What follows belongs to an exercise in optimizing a design on an open flow for small area, a short achievable clock period and few clock cycles; a production flow would make more cautious choices.
Where RTL was checked, it was by simulation tests only, not by an equivalence proof against the original.
Power is estimated from default activity; no workload was simulated.

## main
==> flow/design.v <==
module CHIP(
    input         clk, rst_n ,
    output        mem_wen_D  ,
    output [31:0] mem_addr_D ,
    output [31:0] mem_wdata_D,
    input  [31:0] mem_rdata_D,
    output [31:0] mem_addr_I ,
    input  [31:0] mem_rdata_I
);
    integer i;
    function [32:0] padd(input [31:0] x, input [31:0] y, input cin);
        reg [31:0] g, p, gg, pp;
        integer l, k, j;
        begin
            g = x & y;
            p = x ^ y;
            gg = g;
            pp = p;
            gg[0] = g[0] | (p[0] & cin);
            for (l = 0; l < 5; l = l + 1)
                for (k = 0; k < 32; k = k + 1)
                    if (k[l]) begin
                        j = ((k >> (l + 1)) << (l + 1)) + (1 << l) - 1;
                        gg[k] = gg[k] | (pp[k] & gg[j]);
                        pp[k] = pp[k] & pp[j];
                    end
            padd = {gg[31], p ^ {gg[30:0], cin}};
        end
    endfunction
    function [31:0] incr(input [31:0] x);
        reg [31:0] t;
        integer k;
        begin
            t[0] = 1'b1;
            for (k = 1; k < 32; k = k + 1) t[k] = t[k-1] & x[k-1];
            incr = x ^ t;
        end
    endfunction
    function [31:0] decr(input [31:0] x);
        reg [31:0] t;
        integer k;
        begin
            t[0] = 1'b1;
            for (k = 1; k < 32; k = k + 1) t[k] = t[k-1] & !x[k-1];
            decr = x ^ t;
        end
    endfunction
    reg [31:1] pc;
    reg [31:0] rf [1:31];
    reg [31:1] valid;
    reg        v2, we2, ld2, st2, beq2, jalr2, link2, sub2, and2, or2, slt2;
    reg [4:0]  rd2;
    reg [31:0] a2, b2, y2;
    reg        we3, ld3, wen3;
    reg [4:0]  rd3;
    reg [31:0] r3, sd3;
    wire [31:0] inst = {mem_rdata_I[7:0], mem_rdata_I[15:8], mem_rdata_I[23:16], mem_rdata_I[31:24]};
    assign mem_addr_I = {pc, 1'b0};
    wire is_r    = inst[4];
    wire is_sw   = !inst[6] & inst[5] & !inst[4];
    wire is_beq  = inst[6] & !inst[2];
    wire is_jal  = inst[3];
    wire is_jalr = inst[2] & !inst[3];
    wire is_link = inst[2];
    wire wr1     = inst[4] | !inst[5] | inst[2];
    wire [4:0] rs1 = inst[19:15];
    wire [4:0] rs2 = inst[24:20];
    wire [4:0] rd1 = inst[11:7];
    wire [31:0] imm_i = {{20{inst[31]}}, inst[31:20]};
    wire [31:0] imm_s = {{20{inst[31]}}, inst[31:25], inst[11:7]};
    wire [32:0] jlo    = padd({12'd0, pc[20:1]}, {12'd0, inst[31], inst[19:12], inst[20], inst[30:21]}, 1'b0);
    wire [10:0] pchi_j = pc[31:21];
    wire [31:0] pchi_jp = incr({21'd0, pchi_j});
    wire [31:0] pchi_jm = decr({21'd0, pchi_j});
    wire [10:0] jhi    = (jlo[20] == inst[31]) ? pchi_j : jlo[20] ? pchi_jp[10:0] : pchi_jm[10:0];
    wire [31:1] jal_tgt = {jhi, jlo[19:0]};
    wire [32:0] blo    = padd({20'd0, pc[12:1]}, {20'd0, inst[31], inst[7], inst[30:25], inst[11:8]}, 1'b0);
    wire [18:0] pchi_b = pc[31:13];
    wire [31:0] pchi_bp = incr({13'd0, pchi_b});
    wire [31:0] pchi_bm = decr({13'd0, pchi_b});
    wire [18:0] bhi    = (blo[12] == inst[31]) ? pchi_b : blo[12] ? pchi_bp[18:0] : pchi_bm[18:0];
    wire [31:0] beq_tgt = {bhi, blo[11:0], 1'b0};
    wire [31:1] pc4 = pc + 31'd2;
    wire [31:0] r2;
    wire [31:0] wb3 = ld3 ? {mem_rdata_D[7:0], mem_rdata_D[15:8], mem_rdata_D[23:16], mem_rdata_D[31:24]} : r3;
    wire f2_1 = v2 & we2 & (rd2 == rs1);
    wire f2_2 = v2 & we2 & (rd2 == rs2);
    wire f3_1 = we3 & (rd3 == rs1);
    wire f3_2 = we3 & (rd3 == rs2);
    reg [31:0] rf1, rf2;
    always @(*) begin
        rf1 = 32'd0;
        rf2 = 32'd0;
        for (i = 1; i < 32; i = i + 1) begin
            rf1 = rf1 | ({32{rs1 == i && valid[i]}} & rf[i]);
            rf2 = rf2 | ({32{rs2 == i && valid[i]}} & rf[i]);
        end
    end
    wire s2_1 = f2_1;
    wire s3_1 = f3_1 & !f2_1;
    wire sr_1 = !f2_1 & !f3_1;
    wire [31:0] a1 = ({32{s2_1}} & r2) | ({32{s3_1}} & wb3) | ({32{sr_1}} & rf1);
    wire sl_2 = is_link;
    wire s2_2 = f2_2 & !is_link;
    wire s3_2 = f3_2 & !f2_2 & !is_link;
    wire sr_2 = !f2_2 & !f3_2 & !is_link;
    wire [31:0] b1 = ({32{sl_2}} & {pc4, 1'b0}) | ({32{s2_2}} & r2) | ({32{s3_2}} & wb3) | ({32{sr_2}} & rf2);
    wire yt   = is_beq;
    wire yi   = !is_r & !is_beq;
    wire y2s  = f2_2 & is_r;
    wire y3s  = f3_2 & !f2_2 & is_r;
    wire yrs  = !f2_2 & !f3_2 & is_r;
    wire [31:0] y1 = ({32{yt}} & beq_tgt) | ({32{yi}} & (is_sw ? imm_s : imm_i)) |
                     ({32{y2s}} & r2) | ({32{y3s}} & wb3) | ({32{yrs}} & rf2);
    wire stall = v2 & ld2 & we2 & ((rd2 == rs1) | (rd2 == rs2));
    wire [32:0] sum = padd(a2, y2 ^ {32{sub2}}, sub2);
    wire        lt  = (a2[31] ^ b2[31]) ? a2[31] : sum[31];
    assign r2 = and2  ? (a2 & b2) :
                or2   ? (a2 | b2) :
                slt2  ? {31'd0, lt} :
                link2 ? b2 : sum[31:0];
    wire        eq       = (a2 == b2);
    wire        redirect = v2 & ((beq2 & eq) | jalr2);
    wire [31:1] target   = jalr2 ? sum[31:1] : y2[31:1];
    assign mem_addr_D  = r3;
    assign mem_wdata_D = {sd3[7:0], sd3[15:8], sd3[23:16], sd3[31:24]};
    assign mem_wen_D   = wen3;
    always @(posedge clk) begin
        if (!rst_n) begin
            pc   <= 31'd0;
            v2   <= 1'b0;
            we3  <= 1'b0;
            wen3 <= 1'b0;
        end else begin
            if (redirect)     pc <= target;
            else if (stall)   pc <= pc;
            else if (is_jal)  pc <= jal_tgt;
            else              pc <= pc4;
            v2   <= !redirect & !stall;
            we3  <= v2 & we2;
            wen3 <= v2 & st2;
        end
        we2  <= wr1 & (rd1 != 5'd0);
        ld2  <= !inst[5];
        st2  <= is_sw;
        beq2 <= is_beq;
        jalr2 <= is_jalr;
        link2 <= is_link;
        sub2 <= (is_r & inst[30]) | (is_r & !inst[14] & inst[13]);
        and2 <= is_r & inst[14] & inst[13] & inst[12];
        or2  <= is_r & inst[14] & inst[13] & !inst[12];
        slt2 <= is_r & !inst[14] & inst[13];
        rd2  <= rd1;
        a2   <= a1;
        b2   <= b1;
        y2   <= y1;
        ld3 <= ld2;
        rd3 <= rd2;
        r3  <= r2;
        sd3 <= b2;
        if (we3) rf[rd3] <= wb3;
    end
    always @(posedge clk) begin
        if (!rst_n) valid <= 31'd0;
        else if (we3) valid[rd3] <= 1'b1;
    end
endmodule
export LEC_CHECK = 0
export CAP_MARGIN = 20
export CORE_MARGIN = 2
export CORE_UTILIZATION = 40
export PLACE_DENSITY = 0.45
export SLEW_MARGIN = 20
export TNS_END_PERCENT = 10
create_clock -name core_clock -period 10.5 [get_ports {clk}]
standard.sh (not shown) runs the stock make flow with config.mk's settings and CLKGATE_MAP_FILE= SYNTH_SCRIPT=/design/flow/synth_recipe.tcl, a recipe that flattens the netlist after the stock synthesis.
==> flow/flow/run.sh <==
#!/bin/bash
# Standard ORFS layout, with timing repair aimed below the clock period and
# plain buffers (not delay cells) on the ports.
set -euo pipefail
MARGIN=$(cat flow/margin.txt)
bash standard.sh SETUP_SLACK_MARGIN=$MARGIN "BUFFER_PORTS_ARGS=-buffer_cell sky130_fd_sc_hd__buf_2" finish > standard.log 2>&1
==> flow/flow/margin.txt <==
6.6
diff inputs: main => the feature branch
--- a/flow/design.v
+++ b/flow/design.v
@@ -110,42 +110,47 @@
     wire y2s  = f2_2 & is_r;
     wire y3s  = f3_2 & !f2_2 & is_r;
     wire yrs  = !f2_2 & !f3_2 & is_r;
     wire [31:0] y1 = ({32{yt}} & beq_tgt) | ({32{yi}} & (is_sw ? imm_s : imm_i)) |
                      ({32{y2s}} & r2) | ({32{y3s}} & wb3) | ({32{yrs}} & rf2);
+    wire beq_same = is_beq & (rs1 == rs2);
     wire stall = v2 & ld2 & we2 & ((rd2 == rs1) | (rd2 == rs2));
     wire [32:0] sum = padd(a2, y2 ^ {32{sub2}}, sub2);
     wire        lt  = (a2[31] ^ b2[31]) ? a2[31] : sum[31];
     assign r2 = and2  ? (a2 & b2) :
                 or2   ? (a2 | b2) :
                 slt2  ? {31'd0, lt} :
                 link2 ? b2 : sum[31:0];
     wire        eq       = (a2 == b2);
     wire        redirect = v2 & ((beq2 & eq) | jalr2);
     wire [31:1] target   = jalr2 ? sum[31:1] : y2[31:1];
+    wire [31:1] s1_tgt = is_jal ? jal_tgt : beq_tgt[31:1];
+    wire        s1_red = is_jal | beq_same;
+    wire        pn_t = redirect;
+    wire        pn_h = !redirect & stall;
+    wire        pn_s = !redirect & !stall & s1_red;
+    wire        pn_4 = !redirect & !stall & !s1_red;
+    wire [31:1] pc_next = ({31{pn_t}} & target) | ({31{pn_h}} & pc) | ({31{pn_s}} & s1_tgt) | ({31{pn_4}} & pc4);
     assign mem_addr_D  = r3;
     assign mem_wdata_D = {sd3[7:0], sd3[15:8], sd3[23:16], sd3[31:24]};
     assign mem_wen_D   = wen3;
     always @(posedge clk) begin
         if (!rst_n) begin
             pc   <= 31'd0;
             v2   <= 1'b0;
             we3  <= 1'b0;
             wen3 <= 1'b0;
         end else begin
-            if (redirect)     pc <= target;
-            else if (stall)   pc <= pc;
-            else if (is_jal)  pc <= jal_tgt;
-            else              pc <= pc4;
+            pc <= pc_next;
             v2   <= !redirect & !stall;
             we3  <= v2 & we2;
             wen3 <= v2 & st2;
         end
         we2  <= wr1 & (rd1 != 5'd0);
         ld2  <= !inst[5];
         st2  <= is_sw;
-        beq2 <= is_beq;
+        beq2 <= is_beq & (rs1 != rs2);
         jalr2 <= is_jalr;
         link2 <= is_link;
         sub2 <= (is_r & inst[30]) | (is_r & !inst[14] & inst[13]);
         and2 <= is_r & inst[14] & inst[13] & inst[12];
         or2  <= is_r & inst[14] & inst[13] & !inst[12];
@@ -160,8 +165,10 @@
         sd3 <= b2;
         if (we3) rf[rd3] <= wb3;
     end
     always @(posedge clk) begin
         if (!rst_n) valid <= 31'd0;
-        else if (we3) valid[rd3] <= 1'b1;
+        else
+            for (i = 1; i < 32; i = i + 1)
+                if (we3 && rd3 == i) valid[i] <= 1'b1;
     end
 endmodule
--- outcome ---
Of main and the feature branch, the run reporting the higher sequential share of layout area was main. Total power: the feature branch vs main up 2.3%. Clock network fraction of design power in the feature branch vs main: down 1.5 points. The hold slack was comparable across main and the feature branch. Against main, synthesized cell count in the feature branch fell slightly.
Testbench counts of the feature branch, summed over its fixed seeds: cycles 17,482.
No functional check of the RTL was part of main.

[separate check: timing with driven ports]
The results above use ideal ports. As a check the final layouts listed here were re-extracted and re-timed, cells and wires unchanged.
Step 1 (the two cells are an assumption about what drives the block):
set clk [get_ports {clk}]
set_driving_cell -lib_cell sky130_fd_sc_hd__clkbuf_16 $clk
set_driving_cell -lib_cell sky130_fd_sc_hd__buf_2 [delete_from_list [all_inputs] $clk]
Step 2 times the ports against the registers' clock, not the clock port: input delays grow and output delays shrink by t, the midpoint of the rising clock arrivals with the driver on.
a / b / c = no drivers / after step 1 / after step 2; a / b = the first two.
run	shift t [ns]	setup WS [ns]	hold WS [ns]	worst setup path at the end
main	0.869	6.257 / 6.284 / 5.416	0.373 / 0.373 / 0.373	input to register
the feature branch	0.878	6.292 / 6.212 / 5.334	0.376 / 0.376 / 0.376	input to register
After both steps every run listed still meets setup and hold. The setup slack of the feature branch, which loses most, moves by -0.080 ns with the drivers and by -0.958 ns with both steps.
